From an optimization exercise on the open Yosys and OpenROAD flow, aimed at small area and a short achievable clock period; shortcuts taken in it are not production practice.
Function was not checked in any run shown here: the RTL went through the layout flow alone.
Power is estimated from default activity; no workload was simulated.

==> flow/design.v, too long to show whole: its modules and the start of the top module <==
// module FA: 9 lines
// module HA: 8 lines
// module RADD: 6 lines
// module YADD: 8 lines
// module YSEL: 48 lines
// module XOR2M: 6 lines
// module INV: 5 lines
// module G_INV: 5 lines
// module G_XOR2: 6 lines
// module G_XNOR2: 6 lines
// module G_NAND2: 6 lines
// module G_NOR2: 6 lines
// module G_AOI21: 7 lines
// module G_OAI21: 7 lines
// module G_MUX2: 7 lines
// module G_MUX4: 10 lines
// module QCAND: 11 lines
// module FIR_transposed: 5254 lines
module FIR_transposed(clk, reset, noisy_signal, filtered_real);
  // ...
==> flow/run.sh <==
#!/bin/bash
# synth_recipe.tcl (not shown) runs the flow's synth.tcl, then flattens the netlist and writes it again
# the make line also repeats each setting of config.mk as NAME=value (left out here)
make -C /OpenROAD-flow-scripts/flow DESIGN_CONFIG=/design/flow/config.mk WORK_HOME=/design/flow/orfs CLKGATE_MAP_FILE= SYNTH_SCRIPT=/design/flow/synth_recipe.tcl finish
==> flow/config.mk <==
export PLATFORM = sky130hd
export DESIGN_NAME = FIR_transposed
export DESIGN_NICKNAME = FIR_transposed
export VERILOG_FILES = /design/flow/design.v
export SDC_FILE = /design/flow/constraint.sdc
export NUM_CORES = 8
export LEC_CHECK = 0
export ABC_CLOCK_PERIOD_IN_PS = 2000
export CAP_MARGIN = 20
export CORE_MARGIN = 2
export CORE_UTILIZATION = 40
export SETUP_SLACK_MARGIN = 5
export SLEW_MARGIN = 20
export SYNTH_HIERARCHICAL = 1
==> flow/constraint.sdc <==
create_clock -name core_clock -period 13.0 [get_ports {clk}]
set_input_delay 2.6000 -clock core_clock [delete_from_list [all_inputs] [get_ports {clk}]]
set_output_delay 2.6000 -clock core_clock [all_outputs]
set_load 0.01 [all_outputs]
==> impl_metrics.ini, run 1 <==
[final_layout]
nFlopsAndLatches = 884
n_fill_cell = 16055
diodes = 2
regMostFlops = Sa
drive_above_1_share_pct = 7.19
stdcell_area_um2 = 77500
regArea_um2 = 17700
synthToLayoutAreaGrowth_pct = 8.68
final-clk-cell-share_pct = 3.97

[place]
globalplace.congestion = 0.977
hpwlAfterDp_um = 196000
place_ws_ns = 4.64

[clocking]
cts.clk_slew.worst_paths_ns = 0.07

[routing]
drc = 0
drt_iter0_markers = 3527
wl_met1_um = 94600
drt_first_pass_iters = 5

[floorplanning]
ios = 34
rows = 155
tap_cells = 2355
start_util_pct = 40.1

[logic_synthesis]
synth_compound_area_share_pct = 1.20
synth_seq_area_share_pct = 24.8
synth.distinct_cells = 66
ys_warn_count = 7
synthAdderAreaFrac_pct = 62.0
yosysTopAreaCellShare_pct = 59.3

[power_and_ir_drop]
intPower_mw = 11.5
pg_comb_mw = 15.0
p_comb_share_pct = 72.4
top_power_group = combinational cells

[global_routing]
grt_max_degree = 119

[status]
outcome = no timing/DRC/antenna violations

[timing]
whs_ns = 0.341
maxSlewHeadroom_pct = 31.4

[critical_path]
path_max_fanout = 9
cp.depth = 17
arrival_ns = 5.32
==> inputs of run 2 (changes only) <==
==> flow/flow/run.sh (new file) <==
#!/bin/bash
# Standard layout with a larger setup-repair margin.
bash standard.sh SETUP_SLACK_MARGIN=7 finish > standard.log 2>&1
==> flow/standard.sh (new file) <==
#!/bin/bash
# synth_recipe.tcl (not shown) runs the flow's synth.tcl, then flattens the netlist and writes it again
# the make line also repeats each setting of config.mk as NAME=value (left out here)
make -C /OpenROAD-flow-scripts/flow DESIGN_CONFIG=/design/flow/config.mk WORK_HOME=/design/flow/orfs CLKGATE_MAP_FILE= SYNTH_SCRIPT=/design/flow/synth_recipe.tcl "${@:-finish}"
removed: flow/run.sh
==> impl_metrics.ini, run 2 <==
[status]
outcome = no timing/DRC/antenna violations

[timing]
fmax_ghz = 0.133
period_needed_ns = 7.54
rsz0062_at_grt = true
maxSlewHeadroom_pct = 31.6
tightest_slew_ns = 1.03
finalSetupTns_ns = 0
setup_violations = 0
final-hold-violation-count = 0
worst_slack_ns = 5.46
clock_skew_ns = 0.0642
slew_viol_final = 0
period_share_pct = 58.0

[clocking]
cts_root_buffer = clkbuf_16
h-tree-depth = 3
insertion_delay_ns = 0.74
cts-hold-fix-buffers = 0
tritoncts = done
cts_sinks = 884
cts.clk_slew.worst_paths_ns = 0.06
clockBufferDepth = 3
cts_made_buffers = 92

[logic_synthesis]
post-synth-top-count-cell = fa_1
synth_edf_count = 0
netlist_area_um2 = 71300
synth_seq_cells = 884
synth.avg_cell_area_um2 = 14.5
synth_seq_area_share_pct = 24.8
ys.flop_type = dfxtp_1
yosysTopAreaCellShare_pct = 59.3
synth.distinct_cells = 66
synth_cells = 4919
yosysTopAreaCell = fa_1
ys_warn_count = 7
ys_top_cells_by_count = 2113 x fa_1, 884 x dfxtp_1, 528 x nand2_1, 473 x nor2_1, 227 x inv_1
synth_area_leaders = fa_1 59%, dfxtp_1 25%, nand2_1 2.8%, ha_1 2.7%, nor2_1 2.5%
async_flop_share_pct = 0

[final_layout]
largest_reg_flops = 31
regMostFlops = Sa
final_cell_mix = 1382 x fa_1, 789 x dfxtp_1, 731 x fa_2, 509 x nand2_1, 460 x nor2_1
final_util_pct = 47.3
top_regs = Sa: 31 flops, T1a: 30 flops, Sb: 20 flops
drive_above_1_share_pct = 31.4
diodes = 0
stdcell_area_um2 = 84100
synthToLayoutAreaGrowth_pct = 17.9
n_fill_cell = 15386
layout_commonest_cell = fa_1
nets = 7559

[routing]
via_per_inst = 5.21
wl_per_cell_um = 30.4
num_vias = 40164
drt_iter0_markers = 3687
drt.antenna.violating_nets = 0
drc = 0
totalWireLength_um = 234000
drt_first_pass_iters = 7

[floorplanning]
core_um2 = 178000
dieArea_um2 = 182000
ios = 34
start_util_pct = 40.1
die_h_um = 426
rows = 155
die_w_um = 426

[critical_path]
path_max_fanout = 4
end_kind = output pin
r2r.worst_path.cells = 16
startpoint_type = register
r2r_end = T1a[20]
path_class = reg -> out
arrival_ns = 4.94
r2r-start = h40[12]
regToRegSetupSlack_ns = 5.95
cp.required_ns = 10.40

[power_and_ir_drop]
irDropWorstVdd_mv = 0.597
p_leak_nw = 32.0
power_mw = 23.4
p_per_area_nw_per_um2 = 278

[worst_hold_path]
hp-start = h43[12]
holdPathEnd = h44[12]
hold_class = reg -> reg
hold_depth = 1

[global_routing]
grt_overflow = 0
grt_pass1_vias = 45738
grt_pass1_wl_um = 336000
grt_max_degree = 188
grt_antenna_before_repair = 1
grt_use_total_pct = 26.7

[place]
dpl-instance-area_um2 = 75200
port_buffers = 33
place_ws_ns = 4.44
hpwlAfterDp_um = 197000
globalplace.congestion = 0.957

[run]
maxCapViolations = 0
[run 2: cell counts after synthesis]
No cell type changed its count.
[run 2: cell type report]
cell class | instances | area [um^2] | area share, %
tap | 2355 | 2950 | 3.50
inverter | 228 | 873 | 1.04
multi-input combinational | 3687 | 55300 | 65.7
sequential | 884 | 17900 | 21.3
timing repair buffer | 383 | 3890 | 4.62
clock buffer | 136 | 2700 | 3.21
clock inverter | 36 | 539 | 0.641
[run 2: how the worst max path moves through the flow]
stage | endpoint | slack, ns | start | cells after the start
after floorplan | filtered_real[0] | 6.21 | noisy_signal[6] | 8
after global placement | filtered_real[14] | 4.50 | noisy_signal[6] | 10
after detailed placement | filtered_real[14] | 4.44 | noisy_signal[14] | 10
after CTS | filtered_real[15] | 5.35 | Sb[1] | 16
after global routing | filtered_real[14] | 5.33 | Sa[17] | 19
final | filtered_real[14] | 5.46 | Sb[1] | 19
[run 2: modules after synthesis (local to each module, per instance), a selection]
module	cell area (um^2)	cells
FIR_transposed	22600	2050
G_MUX2	15.0	1
G_NAND2	3.75	1
G_OAI21	5.00	1
HA	12.5	1
QCAND	1160	165
RADD	2430	324
[run 2: power breakdown]
part / switching, mW / total, mW / internal [mW] / leakage (nW)
registers: 0.0691 / 3.01 / 2.94 / 7.19
clock network: 1.18 / 2.78 / 1.60 / 1.58
logic: 8.95 / 17.6 / 8.64 / 23.2
[run 2: per-layer routing]
metal / wire [um] / track usage [%] / vias to the layer above
met5: 13 / 0 / -
met4: 12600 / 11.6 / 2
met3: 17400 / 5.39 / 432
met2: 107000 / 40.7 / 1607
met1: 97400 / 37.3 / 22266
li1: - / - / 15857
[run 2: cell families after synthesis]
kind of cell	Yosys count	share of synthesized area, %
flops	884	24.8
fa+ha+maj	2265	62.0
xor+xnor	108	1.33
simple gates	1108	6.26
mux	68	1.74
buf+inv	363	2.71
other cells	1	0.00526
compound gates	122	1.20
[run 2: critical path, stage by stage (launching register included)]
cell	delay, ns
dfxtp_2	0.33
ha_4	0.24
ha_4	0.16
fa_2	0.33
a21o_1	0.23
a311o_1	0.40
a21oi_4	0.23
buf_6	0.14
o21ai_4	0.07
xor2_4	0.27
buf_6	0.15
buf_6	0.09
ha_4	0.17
buf_4	0.15
nand2_1	0.09
nor4_4	0.17
xor2_1	0.12
mux4_2	0.47
mux2_4	0.30
buf_6	0.12
[run 2: timing repair]
action	CTS	global route
endpoints found under the setup margin	83	79
resized for setup	686	247
cloned	4	0
setup buffers	218	113
pin swaps	286	239
[run 2: stage by stage]
step | hold WS [ns] | cells
global route | 0.336 | 7709
CTS | 0.349 | 7596
global placement | 0.353 | 7201
floorplan | 0.351 | 4931
detailed placement | 0.355 | 7202
finish | 0.333 | 7709
==> inputs of run 3 (changes only) <==
==> flow/run.sh (new file) <==
#!/bin/bash
# synth_recipe.tcl (not shown) runs the flow's synth.tcl, then flattens the netlist and writes it again
# the make line also repeats each setting of config.mk as NAME=value (left out here)
make -C /OpenROAD-flow-scripts/flow DESIGN_CONFIG=/design/flow/config.mk WORK_HOME=/design/flow/orfs CLKGATE_MAP_FILE= SYNTH_SCRIPT=/design/flow/synth_recipe.tcl finish
--- a/flow/config.mk
+++ b/flow/config.mk
@@ -10,4 +10,6 @@
 export CORE_MARGIN = 2
 export CORE_UTILIZATION = 40
+export CTS_BUF_LIST = sky130_fd_sc_hd__clkbuf_4 sky130_fd_sc_hd__clkbuf_8
+export CTS_CLUSTER_SIZE = 20
 export SETUP_SLACK_MARGIN = 5
 export SLEW_MARGIN = 20
removed: flow/flow/run.sh
removed: flow/standard.sh
==> impl_metrics.ini, run 3 <==
[status]
outcome = no timing/DRC/antenna violations

[routing]
via_per_inst = 5.24
drt_iter0_markers = 3585
drt.antenna.violating_nets = 0
wl_per_cell_um = 30.2
drc = 0
drt_first_pass_iters = 6
totalWireLength_um = 228000
num_vias = 39481

[final_layout]
stdcell_area_um2 = 78100
n_fill_cell = 16039
final_util_pct = 43.9
largest_reg_flops = 31
regMostFlops = Sa
final_cell_mix = 2112 x fa_1, 884 x dfxtp_1, 528 x nand2_1, 471 x nor2_1, 224 x inv_1
finalNonFillerCells = 7533
synthToLayoutAreaGrowth_pct = 9.48
layout_commonest_cell = fa_1
drive_above_1_share_pct = 10.0
top_regs = Sa: 31 flops, T1a: 30 flops, Sb: 20 flops
nets = 7344
regArea_um2 = 17700
multi_input_area_um2 = 52300

[logic_synthesis]
netlist_area_um2 = 71300
yosysTopAreaCellShare_pct = 59.3
synth_edf_count = 0
synth_cells = 4919
post-synth-top-count-cell = fa_1
ys.flop_type = dfxtp_1
synth_area_leaders = fa_1 59%, dfxtp_1 25%, nand2_1 2.8%, ha_1 2.7%, nor2_1 2.5%
yosysTopAreaCell = fa_1
synth_seq_cells = 884
ys_top_cells_by_count = 2113 x fa_1, 884 x dfxtp_1, 528 x nand2_1, 473 x nor2_1, 227 x inv_1
synth_seq_area_share_pct = 24.8
async_flop_share_pct = 0
ys_warn_count = 7
synth.distinct_cells = 66
synth.avg_cell_area_um2 = 14.5

[power_and_ir_drop]
irDropWorstVdd_mv = 0.505
p_leak_nw = 31.1
power_mw = 21.0
p_per_area_nw_per_um2 = 269

[clocking]
tritoncts = done
clockBufferDepth = 3
cts_made_buffers = 146
insertion_delay_ns = 0.88
cts-hold-fix-buffers = 0
cts_root_buffer = clkbuf_8
cts_sinks = 884
cts.clk_slew.worst_paths_ns = 0.06
h-tree-depth = 4

[floorplanning]
dieArea_um2 = 182000
die_h_um = 426
core_um2 = 178000
rows = 155
ios = 34
start_util_pct = 40.1
die_w_um = 426

[place]
place_ws_ns = 4.64
globalplace.congestion = 0.977
hpwlAfterDp_um = 196000
placed_cells = 7212
port_buffers = 33
dpl-instance-area_um2 = 73800

[timing]
setup_violations = 0
rsz0062_at_grt = true
final-hold-violation-count = 0
tightest_slew_ns = 1.03
period_share_pct = 60.8
finalSetupTns_ns = 0
clock_skew_ns = 0.0647
slew_viol_final = 0
worst_slack_ns = 5.09
whs_ns = 0.346
maxSlewHeadroom_pct = 31.5
period_needed_ns = 7.91
fmax_ghz = 0.126

[critical_path]
end_kind = output pin
r2r-start = h12[4]
r2r_end = T1a[20]
cp.required_ns = 10.40
startpoint_type = register
path_max_fanout = 6
arrival_ns = 5.31
r2r.worst_path.cells = 17
regToRegSetupSlack_ns = 5.36
path_class = reg -> out

[run]
maxCapViolations = 0

[global_routing]
grt_use_total_pct = 26.1
grt_pass1_vias = 45140
grt_max_degree = 119
grt_antenna_before_repair = 4
grt_overflow = 0
grt_pass1_wl_um = 330000

[worst_hold_path]
hold_class = reg -> reg
holdPathEnd = h8[15]
hold_depth = 1
hp-start = h7[15]
==> run 3: cell counts after synthesis <==
Identical to the previous run, type by type.
==> run 3: final cells by class <==
class	instances	share of cell area (%)
Inverter	228	1.11
Timing Repair Buffer	116	1.23
Clock buffer	218	3.53
Tap cell	2355	3.77
Antenna cell	2	0.00641
Sequential cell	884	22.7
Multi-Input combinational cell	3685	66.9
Clock inverter	45	0.774
==> run 3: report_power, final <==
group	switching (mW)	internal, mW	leakage, nW
clock	1.21	1.55	1.77
sequential	0.0707	2.95	7.17
combinational	8.04	7.18	22.2
total	9.33	11.7	31.1
==> run 3: cell families after synthesis <==
kind of cell,share of synthesized area [%]
AND/OR/NAND/NOR,6.26
flip-flops,24.8
AO/OA/AOI/OAI,1.20
adder cells (fa/ha/maj),62.0
other,0.00526
buffers and inverters,2.71
multiplexers,1.74
XOR/XNOR,1.33
==> run 3: worst max-delay path, stage by stage, from the launching register on <==
cell	delay, ns
dfxtp_1	0.30
ha_1	0.32
ha_4	0.19
fa_2	0.39
a21o_1	0.19
nand4_1	0.16
a21oi_4	0.12
a211oi_4	0.36
o21bai_4	0.14
xnor2_4	0.20
buf_4	0.17
nor4_4	0.27
buf_6	0.15
buf_4	0.13
buf_4	0.11
nand4_1	0.10
xnor2_1	0.16
mux4_2	0.50
mux2_4	0.28
clkdlybuf4s15_2	0.22
==> run 3: worst max-delay path by stage <==
stage | from | to
4_1_cts | Sb[1] | filtered_real[12]
2_1_floorplan | noisy_signal[6] | filtered_real[0]
5_1_grt | Sb[1] | filtered_real[15]
3_3_place_gp | noisy_signal[7] | filtered_real[14]
3_5_place_dp | noisy_signal[7] | filtered_real[14]
6_report | Sb[1] | filtered_real[15]
==> run 3: modules after synthesis, one instance, submodules excluded <==
| module | area, um^2 | cells | copies in the design | flops+latches |
|---|---|---|---|---|
| G_MUX4 | 22.5 | 1 | 32 | 0 |
| G_NOR2 | 3.75 | 1 | 38 | 0 |
| G_XOR2 | 8.76 | 1 | 30 | 0 |
| G_AOI21 | 8.76 | 1 | 5 | 0 |
| G_NAND2 | 3.75 | 1 | 33 | 0 |
| QCAND | 1160 | 165 | 1 | 0 |
| RADD | 2430 | 324 | 1 | 0 |
| G_OAI21 | 5.00 | 1 | 9 | 0 |
| G_MUX2 | 15.0 | 1 | 31 | 0 |
| G_INV | 3.75 | 1 | 3 | 0 |
| FA | 20.0 | 1 | 2112 | 0 |
| FIR_transposed | 22600 | 2050 | 1 | 884 |
| INV | 3.75 | 1 | 1 | 0 |
| HA | 12.5 | 1 | 86 | 0 |
==> run 3: what timing repair did <==
item                                    CTS  global route
cloned                                    1             0
hold endpoints to repair                  0             0
setup buffers                            42            13
endpoints found under the setup margin   16            15
gates resized for setup                 104            53
pin swaps                                27             9
==> run 3: metal layers <==
layer  wire (um)  up-vias  global-route usage, %
li1            -    15457                      -
met5          23        -                      0
met4       11100        4                   11.0
met1       96100    22069                   36.6
met2      104000     1524                   39.8
met3       15900      427                   5.18

afterwards: timing with drivers on the ports:
No port has a modelled driver above. Below, the same layouts with a new extraction and two added sets of constraints.
Step 1 sets driving cells, clkbuf_16 on the clock port and buf_2 on the other inputs (assumed; they add their load-dependent delay and slew).
Step 2, shift: input delay + t, output delay - t, t = (earliest + latest rising clock arrival at the registers) / 2. This alone moves slack from input paths to output paths.
Slacks: ideal / step 1 / step 2; pairs: ideal / step 1.
run | shift t [ns] | slack for setup (ns) | hold slack, ns | worst setup path at the end | worst slew at a driven data input, ns
run 1 | 0.769 | 5.076 / 4.996 / 5.232 | 0.341 / 0.341 / 0.341 | input to output | 0.07
run 2 | 0.789 | 5.463 / 5.381 / 5.691 | 0.333 / 0.333 / 0.333 | input to output | 0.07
run 3 | 0.924 | 5.090 / 5.010 / 5.259 | 0.346 / 0.346 / 0.346 | input to output | 0.07
After both steps setup and hold are still met in every run listed.
